Context: an optimization exercise on an open-source flow, tuned for small area. The choices shown serve that exercise and are no tape-out recipe.
Where RTL was checked, it was by simulation tests only, not by an equivalence proof against the original.

Setup of lane 2:
==> module cpl_cordic, before the edit <==
module cpl_cordic(
  input clock,
  input [31:0] frequency,
  input signed [15:0] in_data_I,
  input signed [15:0] in_data_Q,
  output signed [15:0] out_data_I,
  output signed [15:0] out_data_Q
  );
localparam WR = 23;    
localparam WZ = 20;    
localparam STG = 19;   
localparam WT = 32;
wire [WT-1:0] atan_table [1:WT-1];
assign atan_table[01] = 32'b00100101110010000000101000111011;  
assign atan_table[02] = 32'b00010011111101100111000010110111;  
assign atan_table[03] = 32'b00001010001000100010001110101000;  
assign atan_table[04] = 32'b00000101000101100001101010000110;  
assign atan_table[05] = 32'b00000010100010111010111111000011;  
assign atan_table[06] = 32'b00000001010001011110110000111101;  
assign atan_table[07] = 32'b00000000101000101111100010101010;  
assign atan_table[08] = 32'b00000000010100010111110010100111;  
assign atan_table[09] = 32'b00000000001010001011111001011101;  
assign atan_table[10] = 32'b00000000000101000101111100110000;  
assign atan_table[11] = 32'b00000000000010100010111110011000;  
assign atan_table[12] = 32'b00000000000001010001011111001100;  
assign atan_table[13] = 32'b00000000000000101000101111100110;  
assign atan_table[14] = 32'b00000000000000010100010111110011;  
assign atan_table[15] = 32'b00000000000000001010001011111010;  
assign atan_table[16] = 32'b00000000000000000101000101111101;  
assign atan_table[17] = 32'b00000000000000000010100010111110;  
assign atan_table[18] = 32'b00000000000000000001010001011111;  
assign atan_table[19] = 32'b00000000000000000000101000110000;  
assign atan_table[20] = 32'b00000000000000000000010100011000;  
assign atan_table[21] = 32'b00000000000000000000001010001100;  
assign atan_table[22] = 32'b00000000000000000000000101000110;  
assign atan_table[23] = 32'b00000000000000000000000010100011;  
assign atan_table[24] = 32'b00000000000000000000000001010001;  
assign atan_table[25] = 32'b00000000000000000000000000101001;  
assign atan_table[26] = 32'b00000000000000000000000000010100;  
assign atan_table[27] = 32'b00000000000000000000000000001010;  
assign atan_table[28] = 32'b00000000000000000000000000000101;  
assign atan_table[29] = 32'b00000000000000000000000000000011;  
assign atan_table[30] = 32'b00000000000000000000000000000001;  
assign atan_table[31] = 32'b00000000000000000000000000000001;  
reg [31:0] phase;
wire [31:0] phase_sum;
cadd #(.W(32), .B0(7), .B(7)) nco_add (.a(phase), .b(frequency), .ci(1'b0), .s(phase_sum));
always @(posedge clock)
  if (frequency == 32'd0)
    phase <= 32'd0;      
  else
    phase <= phase_sum;
reg [20:0] pd0, pd;
always @(posedge clock)
  begin
  pd0 <= phase[31:11];
  pd <= pd0;
  end
wire [1:0] quadrant = pd[20:19];
wire [16:0] i17 = {in_data_I[15], in_data_I};
wire [16:0] q17 = {in_data_Q[15], in_data_Q};
wire [16:0] in_p, in_m;
cadd #(.W(17), .B0(6), .B(6)) padd (.a(i17), .b(q17), .ci(1'b0), .s(in_p));
cadd #(.W(17), .B0(6), .B(6)) madd (.a(i17), .b(~q17), .ci(1'b1), .s(in_m));
wire [17:0] p18 = {in_p[16], in_p};
wire [17:0] m18 = {in_m[16], in_m};
wire [17:0] xv = quadrant[0] ? p18 : m18;
wire [17:0] yv = quadrant[0] ? m18 : p18;
wire xneg = quadrant[1] ^ quadrant[0];
wire yneg = quadrant[1];
wire [17:0] xlow, ylow;
assign xlow = {pfx_or18(xv[16:0]), 1'b0};
assign ylow = {pfx_or18(yv[16:0]), 1'b0};
function [16:0] pfx_or18;    
  input [16:0] v;
  integer lv, b;
  reg [16:0] t;
  begin
    t = v;
    for (lv = 1; lv < 17; lv = lv * 2)
      for (b = 16; b >= 0; b = b - 1)
        if ((b / lv) % 2 == 1)
          t[b] = t[b] | t[(b / lv) * lv - 1];
    pfx_or18 = t;
  end
endfunction
reg [WR-1:0] X [0:STG-1];
reg [WR-1:0] Y [0:STG-1];
reg [WZ-1:0] Z [0:STG-1];
always @(posedge clock)
  begin
  X[0] <= {xv ^ ({18{xneg}} & xlow), 5'b0};
  Y[0] <= {yv ^ ({18{yneg}} & ylow), 5'b0};
  Z[0] <= {~pd[18], ~pd[18], pd[17:0]};
  end
genvar n;
generate
  for (n = 0; n <= STG-3; n = n + 1)
    begin : stages
    wire [WR-1:0] X_shr = {{(n+1){X[n][WR-1]}}, X[n][WR-1:n+1]};
    wire [WR-1:0] Y_shr = {{(n+1){Y[n][WR-1]}}, Y[n][WR-1:n+1]};
    wire [WZ-2-n:0] atan = atan_table[n+1][WT-2-n:WT-WZ] + atan_table[n+1][WT-WZ-1];
    wire zs = Z[n][WZ-1-n];
    localparam LZ = (n == 0) ? 4 : (n == 1) ? 2 : 0;
    wire [WR-1:0] xn, yn;
    wire [WR-1:LZ] xnc, ync;
    cadd #(.W(WR-LZ), .B0(7), .B(8)) ax (.a(~X[n][WR-1:LZ]), .b(Y_shr[WR-1:LZ] ^ {(WR-LZ){zs}}), .ci(Y[n][n] ^ zs), .s(xnc));
    cadd #(.W(WR-LZ), .B0(7), .B(8)) ay (.a(~Y[n][WR-1:LZ]), .b(X_shr[WR-1:LZ] ^ {(WR-LZ){~zs}}),  .ci(X[n][n] ^ ~zs),  .s(ync));
    assign xn[WR-1:LZ] = ~xnc;
    assign yn[WR-1:LZ] = ~ync;
    if (LZ > 0)
      begin : lz
      assign xn[LZ-1:0] = {LZ{1'b0}};
      assign yn[LZ-1:0] = {LZ{1'b0}};
      end
    always @(posedge clock)
      begin
      X[n+1] <= xn;
      Y[n+1] <= yn;
      end
    if (n < STG-2)
      begin : angles
      wire [WZ-2-n:0] zn;
      cadd #(.W(WZ-1-n), .B0(7), .B(8)) az (.a(Z[n][WZ-2-n:0]), .b(atan ^ {(WZ-1-n){~zs}}), .ci(~zs), .s(zn));
      always @(posedge clock)
        Z[n+1][WZ-2-n:0] <= zn;
      end
    end
endgenerate
wire zs17 = Z[STG-2][WZ-1-(STG-2)];
wire [4:0] ux = Y[STG-2][WR-1:WR-5] ^ {5{~zs17}};
wire sux = Y[STG-2][WR-1] ^ ~zs17;
wire [4:0] uy = X[STG-2][WR-1:WR-5] ^ {5{zs17}};
wire suy = X[STG-2][WR-1] ^ zs17;
wire [6:0] lox, loy;
wire cox, coy;
radd #(7) lx (.a(X[STG-2][6:0]), .b({~sux, sux, ux}), .ci(Y[STG-2][STG-2] ^ ~zs17), .s(lox), .co(cox));
radd #(7) ly (.a(Y[STG-2][6:0]), .b({~suy, suy, uy}), .ci(X[STG-2][STG-2] ^ zs17),  .s(loy), .co(coy));
wire [15:0] xr, yr;
cinc #(16) ix (.a(X[STG-2][WR-1:7]), .ci(cox), .s(xr));
cinc #(16) iy (.a(Y[STG-2][WR-1:7]), .ci(coy), .s(yr));
assign out_data_I = xr;
assign out_data_Q = yr;
endmodule
Settings: LEC_CHECK=0, CAP_MARGIN=20, CORE_MARGIN=2, CORE_UTILIZATION=60, CTS_CLUSTER_DIAMETER=100, CTS_CLUSTER_SIZE=30, SLEW_MARGIN=20; clock period 6.0 ns.
run.sh (not shown) runs the stock make flow with config.mk's settings and CLKGATE_MAP_FILE= SYNTH_SCRIPT=/design/flow/synth_recipe.tcl, a recipe that flattens the netlist after the stock synthesis.
Lane 2 finished every step from synthesis to the final layout, and the layout passed the timing, DRC and antenna checks.
diff inputs: lane 2 => lane 5
--- a/flow/design.v
+++ b/flow/design.v
@@ -402,10 +402,10 @@
     wire zs = Z[n][WZ-1-n];
     localparam LZ = (n == 0) ? 4 : (n == 1) ? 2 : 0;
     wire [WR-1:0] xn, yn;
     wire [WR-1:LZ] xnc, ync;
-    cadd #(.W(WR-LZ), .B0(7), .B(8)) ax (.a(~X[n][WR-1:LZ]), .b(Y_shr[WR-1:LZ] ^ {(WR-LZ){zs}}), .ci(Y[n][n] ^ zs), .s(xnc));
-    cadd #(.W(WR-LZ), .B0(7), .B(8)) ay (.a(~Y[n][WR-1:LZ]), .b(X_shr[WR-1:LZ] ^ {(WR-LZ){~zs}}),  .ci(X[n][n] ^ ~zs),  .s(ync));
+    cadd #(.W(WR-LZ), .B0(8), .B(7)) ax (.a(~X[n][WR-1:LZ]), .b(Y_shr[WR-1:LZ] ^ {(WR-LZ){zs}}), .ci(Y[n][n] ^ zs), .s(xnc));
+    cadd #(.W(WR-LZ), .B0(8), .B(7)) ay (.a(~Y[n][WR-1:LZ]), .b(X_shr[WR-1:LZ] ^ {(WR-LZ){~zs}}),  .ci(X[n][n] ^ ~zs),  .s(ync));
     assign xn[WR-1:LZ] = ~xnc;
     assign yn[WR-1:LZ] = ~ync;
     if (LZ > 0)
       begin : lz
Lane 5 completed; timing, DRC and antenna clean
Sort lane 2 and lane 5 by count of plain and timing-repair buffers, descending, and lane 5 comes first.
Between lane 2 and lane 5, the difference in post-CTS clock slew at the launch and capture registers of the worst setup and hold paths is negligible.
Any difference in share of the cycle needed by the critical path after routing between lane 2 and lane 5 is small enough to ignore.
Cmp lane 5 vs lane 2: data arrival time of the critical path higher in lane 5
Fraction of the mapped netlist area in compound gates essentially unchanged between lane 5 and lane 2.
Lane 5 vs. lane 2: clock network latency to the later pin of the worst-skew pair up 0.02 ns, die area down 520 µm², clock tree skew after final layout flat.
Lower wire length was reported by lane 2, not lane 5.
In terms of highest achievable clock rate, lane 2 and lane 5 differ only marginally.
The RTL of lane 5 was laid out without a check of its function.

maple:
tx_upconverter, a different RTL version from the one above (not shown whole).
Size: ~7,200 cells after synthesis, about 1,900 flip-flops, roughly 110 I/O pins, roughly 0.089 sq mm of cells after synthesis.
clock: 6.0 ns
lec_check: 0
cap_margin: 20
core_margin: 2
core_utilization: 60
cts_cluster_diameter: 100
cts_cluster_size: 30
slew_margin: 20
Changes in harbor relative to maple:
-- flow/design.v --
<<< maple, line 213
        begin
            y2s0 <= 10'd0;
            c2s1 <= 0;
            y2s1 <= 10'd0;
            c2s2 <= 0;
            y2s2 <= 10'd0;
            c2s3 <= 0;
            y2s3 <= 1'd0;
            y3s0 <= 10'd0;
            c3s1 <= 0;
            y3s1 <= 10'd0;
            c3s2 <= 0;
            y3s2 <= 10'd0;
            c3s3 <= 0;
            y3s3 <= 7'd0;
            y3sd1 <= 0;
            y4s0 <= 10'd0;
            c4s1 <= 0;
            y4s1 <= 10'd0;
            c4s2 <= 0;
            y4s2 <= 10'd0;
            c4s3 <= 0;
            y4s3 <= 10'd0;
            c4s4 <= 0;
            y4s4 <= 4'd0;
            y5s0 <= 10'd0;
            c5s1 <= 0;
            y5s1 <= 10'd0;
            c5s2 <= 0;
            y5s2 <= 10'd0;
            c5s3 <= 0;
            y5s3 <= 10'd16;
            c5s4 <= 0;
            y5s4 <= 11'd0;
        end
>>> harbor, line 213
        begin
            y2s0 <= 10'd0;
            y2s1 <= 10'd0;
            y2s2 <= 10'd0;
            y2s3 <= 1'd0;
            y3s0 <= 10'd0;
            y3s1 <= 10'd0;
            y3s2 <= 10'd0;
            y3s3 <= 7'd0;
            y4s0 <= 10'd0;
            y4s1 <= 10'd0;
            y4s2 <= 10'd0;
            y4s3 <= 10'd0;
            y4s4 <= 4'd0;
            y5s0 <= 10'd0;
            y5s1 <= 10'd0;
            y5s2 <= 10'd0;
            y5s3 <= 10'd16;
            y5s4 <= 11'd0;
        end
<<< maple, line 249
        begin
            y2s0 <= n2s0;
            c2s1 <= o2s0;
            y2s1 <= n2s1;
            c2s2 <= o2s1;
            y2s2 <= n2s2;
            c2s3 <= o2s2;
            y2s3 <= n2s3;
            y3s0 <= n3s0;
            c3s1 <= o3s0;
            y3s1 <= n3s1;
            c3s2 <= o3s1;
            y3s2 <= n3s2;
            c3s3 <= o3s2;
            y3s3 <= n3s3;
            y3sd1 <= y3s3[6];
            y4s0 <= n4s0;
            c4s1 <= o4s0;
            y4s1 <= n4s1;
            c4s2 <= o4s1;
            y4s2 <= n4s2;
            c4s3 <= o4s2;
            y4s3 <= n4s3;
            c4s4 <= o4s3;
            y4s4 <= n4s4;
            y5s0 <= n5s0;
            c5s1 <= o5s0;
            y5s1 <= n5s1;
            c5s2 <= o5s1;
            y5s2 <= n5s2;
            c5s3 <= o5s2;
            y5s3 <= n5s3;
            c5s4 <= o5s3;
            y5s4 <= n5s4;
        end
    end
    reg ob39d1;
>>> harbor, line 234
        begin
            y2s0 <= n2s0;
            y2s1 <= n2s1;
            y2s2 <= n2s2;
            y2s3 <= n2s3;
            y3s0 <= n3s0;
            y3s1 <= n3s1;
            y3s2 <= n3s2;
            y3s3 <= n3s3;
            y4s0 <= n4s0;
            y4s1 <= n4s1;
            y4s2 <= n4s2;
            y4s3 <= n4s3;
            y4s4 <= n4s4;
            y5s0 <= n5s0;
            y5s1 <= n5s1;
            y5s2 <= n5s2;
            y5s3 <= n5s3;
            y5s4 <= n5s4;
        end
    end
    always @(posedge clk)
    begin
        c2s1 <= o2s0;
        c2s2 <= o2s1;
        c2s3 <= o2s2;
        c3s1 <= o3s0;
        c3s2 <= o3s1;
        c3s3 <= o3s2;
        y3sd1 <= y3s3[6];
        c4s1 <= o4s0;
        c4s2 <= o4s1;
        c4s3 <= o4s2;
        c4s4 <= o4s3;
        c5s1 <= o5s0;
        c5s2 <= o5s1;
        c5s3 <= o5s2;
        c5s4 <= o5s3;
    end
    reg ob39d1;
<<< maple, line 403
    localparam LZ = (n == 0) ? 4 : (n == 1) ? 2 : 0;
    wire [WR-1:0] xn, yn;
    wire [WR-1:LZ] xnc, ync;
    cadd #(.W(WR-LZ), .B0(6), .B(8)) ax (.a(~X[n][WR-1:LZ]), .b(Y_shr[WR-1:LZ] ^ {(WR-LZ){zs}}), .ci(Y[n][n] ^ zs), .s(xnc));
    cadd #(.W(WR-LZ), .B0(6), .B(8)) ay (.a(~Y[n][WR-1:LZ]), .b(X_shr[WR-1:LZ] ^ {(WR-LZ){~zs}}),  .ci(X[n][n] ^ ~zs),  .s(ync));
    assign xn[WR-1:LZ] = ~xnc;
    assign yn[WR-1:LZ] = ~ync;
    if (LZ > 0)
      begin : lz
>>> harbor, line 391
    localparam LZ = (n == 0) ? 4 : (n == 1) ? 2 : 0;
    wire [WR-1:0] xn, yn;
    cadd #(.W(WR-LZ), .B0(7), .B(8)) ax (.a(X[n][WR-1:LZ]), .b(Y_shr[WR-1:LZ] ^ {(WR-LZ){~zs}}), .ci(Y[n][n] ^ ~zs), .s(xn[WR-1:LZ]));
    cadd #(.W(WR-LZ), .B0(7), .B(8)) ay (.a(Y[n][WR-1:LZ]), .b(X_shr[WR-1:LZ] ^ {(WR-LZ){zs}}),  .ci(X[n][n] ^ zs),  .s(yn[WR-1:LZ]));
    if (LZ > 0)
      begin : lz
<<< maple, line 421
      begin : angles
      wire [WZ-2-n:0] zn;
      cadd #(.W(WZ-1-n), .B0(7), .B(8)) az (.a(Z[n][WZ-2-n:0]), .b(atan ^ {(WZ-1-n){~zs}}), .ci(~zs), .s(zn));
      always @(posedge clock)
        Z[n+1][WZ-2-n:0] <= zn;
>>> harbor, line 406
      begin : angles
      wire [WZ-2-n:0] zn;
      cadd #(.W(WZ-1-n), .B0((WZ-1-n <= 15) ? 11 : 7), .B(8)) az (.a(Z[n][WZ-2-n:0]), .b(atan ^ {(WZ-1-n){~zs}}), .ci(~zs), .s(zn));
      always @(posedge clock)
        Z[n+1][WZ-2-n:0] <= zn;
--- outcome ---
Looking at the reports, harbor completed the entire flow and the layout it produced met the timing, DRC and antenna checks. In terms of total nets after synthesis, harbor and maple differ only marginally. Measured against each other, maple and harbor differ in simple-gate area share of the yosys netlist, the higher figure coming from maple. Diff maple -> harbor: hold slack has decreased, total number of vias went down.
Function not checked in maple: the RTL went through the layout flow alone.

Another version of the RTL of tx_upconverter (not shown whole).
For scale: ~7,200 cells after synthesis, about 110 I/O pins, roughly 89,000 µm² of cells after synthesis.
// tx_upconverter
module tx_upconverter(
  input clk,
  input rst,
  input [31:0] frequency,
  input signed [19:0] x_real,
  input signed [19:0] x_imag,
  output req,
  output signed [15:0] out_I,
  output signed [15:0] out_Q
  );
clock: 6.0 ns
lec_check: 0
cap_margin: 20
core_margin: 2
core_utilization: 60
cts_cluster_diameter: 100
cts_cluster_size: 30
slew_margin: 20
Rerun with:
--- a/flow/design.v
+++ b/flow/design.v
@@ -29,23 +29,23 @@
             begin
                 counter <= counter + 1'd1;
                 req <= 1'b0;
             end
         end
     end
-    wire wr_new  = (counter >= 8'd172) && (counter <= 8'd191);    
-    wire ser_b0  = (counter == 8'd172);                           
-    wire ser_b1  = (counter == 8'd173);
-    wire ser_b19 = (counter == 8'd191);                           
-    wire ser_ext = (counter >= 8'd192) && (counter <= 8'd195);    
-    wire [4:0] bidx = counter[4:0] - 5'd12;                       
+    wire wr_new  = (counter >= 8'd173) && (counter <= 8'd192);    
+    wire ser_b0  = (counter == 8'd173);                           
+    wire ser_b1  = (counter == 8'd174);
+    wire ser_b19 = (counter == 8'd192);                           
+    wire ser_ext = (counter >= 8'd193) && (counter <= 8'd196);    
+    wire [4:0] bidx = counter[4:0] - 5'd13;                       
     wire [3:0] ld;
-    assign ld[0] = (counter == 8'd196);
-    assign ld[1] = (counter == 8'd197);
-    assign ld[2] = (counter == 8'd198);
-    assign ld[3] = (counter == 8'd199);
+    assign ld[0] = (counter == 8'd197);
+    assign ld[1] = (counter == 8'd198);
+    assign ld[2] = (counter == 8'd199);
+    assign ld[3] = (counter == 8'd0) && (ev != 4'd0);
     wire [4:0] mv = {ev >= 4'd9, ev >= 4'd8, ev >= 4'd7, ev >= 4'd6, ev >= 4'd5};
     wire [15:0] yr, yi;        
     cic_chan ch_r (.clk(clock), .rst(rst), .x(x_real), .wr_new(wr_new), .bidx(bidx),
                    .ser_b0(ser_b0), .ser_b1(ser_b1), .ser_b19(ser_b19), .ser_ext(ser_ext),
                    .ld(ld), .mv(mv), .y(yr));
     cic_chan ch_i (.clk(clock), .rst(rst), .x(x_imag), .wr_new(wr_new), .bidx(bidx),
@@ -307,14 +307,14 @@
 endmodule
 module cpl_cordic(
   input clock,
   input [31:0] frequency,
   input signed [16:0] in_p,
   input signed [16:0] in_m,
-  output reg signed [15:0] out_data_I,
-  output reg signed [15:0] out_data_Q
+  output signed [15:0] out_data_I,
+  output signed [15:0] out_data_Q
   );
 localparam WR = 23;    
 localparam WZ = 20;    
 localparam STG = 19;   
 localparam WT = 32;
 wire [WT-1:0] atan_table [1:WT-1];
@@ -354,15 +354,18 @@
 cadd #(.W(32), .B0(7), .B(7)) nco_add (.a(phase), .b(frequency), .ci(1'b0), .s(phase_sum));
 always @(posedge clock)
   if (frequency == 32'd0)
     phase <= 32'd0;      
   else
     phase <= phase_sum;
-reg [20:0] pd;
+reg [20:0] pd0, pd;
 always @(posedge clock)
-  pd <= phase[31:11];
+  begin
+  pd0 <= phase[31:11];
+  pd <= pd0;
+  end
 wire [1:0] quadrant = pd[20:19];
 wire [17:0] p18 = {in_p[16], in_p};
 wire [17:0] m18 = {in_m[16], in_m};
 wire [17:0] xv = quadrant[0] ? p18 : m18;
 wire [17:0] yv = quadrant[0] ? m18 : p18;
 wire xneg = quadrant[1] ^ quadrant[0];
@@ -429,17 +432,14 @@
 wire cox, coy;
 radd #(7) lx (.a(X[STG-2][6:0]), .b({~sux, sux, ux}), .ci(Y[STG-2][STG-2] ^ ~zs17), .s(lox), .co(cox));
 radd #(7) ly (.a(Y[STG-2][6:0]), .b({~suy, suy, uy}), .ci(X[STG-2][STG-2] ^ zs17),  .s(loy), .co(coy));
 wire [15:0] xr, yr;
 cinc #(16) ix (.a(X[STG-2][WR-1:7]), .ci(cox), .s(xr));
 cinc #(16) iy (.a(Y[STG-2][WR-1:7]), .ci(coy), .s(yr));
-always @(posedge clock)
-  begin
-  out_data_I <= xr;
-  out_data_Q <= yr;
-  end
+assign out_data_I = xr;
+assign out_data_Q = yr;
 endmodule
 module tx_upconverter(
   input clk,
   input rst,
   input [31:0] frequency,
   input signed [19:0] x_real,
Effect: The changed run finished clean. First-iteration DRC count grows by 1.6%. Utilization hardly moves. Fmax shrinks by 0.85%. Clock-buffer cell count is unchanged. Die area stays flat. Final cell count shrinks by 0.69%. Final area is about the same. Global-route usage shrinks by 0.18 points. Synthesized cell count shrinks by 0.94%. Worst hold slack loses 0.0062 ns. Routed wire length shrinks by 1.3%.

## re-timing with driven ports
In the flow no input, the clock included, has a driving cell. The finished layouts below were timed again as built, in two steps.
Step 1 (the two cells are an assumption about what drives the block):
set clk [get_ports {clk}]
set_driving_cell -lib_cell sky130_fd_sc_hd__clkbuf_16 $clk
set_driving_cell -lib_cell sky130_fd_sc_hd__buf_2 [delete_from_list [all_inputs] $clk]
Step 2 also shifts input and output timing later by t, the mid clock arrival at the registers, as if the neighbouring blocks saw the same clock.
Three values: no drivers, after step 1, after step 2; two values: the first two.
run	t, ns	setup WS [ns]	hold slack, ns	latest minus earliest clock arrival (ns)	worst slew at a driven data input, ns
lane 2	0.790	0.089 / 0.115 / -0.676	0.314 / 0.314 / 0.314	0.057 / 0.057	0.06
lane 5	0.801	0.091 / 0.136 / -0.666	0.311 / 0.311 / 0.311	0.045 / 0.045	0.06
maple	0.792	0.103 / 0.130 / -0.662	0.327 / 0.327 / 0.327	0.042 / 0.042	0.06
harbor	0.789	0.185 / 0.229 / -0.560	0.323 / 0.323 / 0.323	0.033 / 0.032	0.05
the first run of note 3	0.786	0.261 / 0.261 / -0.434	0.327 / 0.327 / 0.327	0.052 / 0.052	0.06
the second run of note 3	0.792	0.212 / 0.262 / -0.518	0.321 / 0.321 / 0.321	0.035 / 0.035	0.06
With both steps, setup timing fails in every run listed, where it was met with ideal ports.
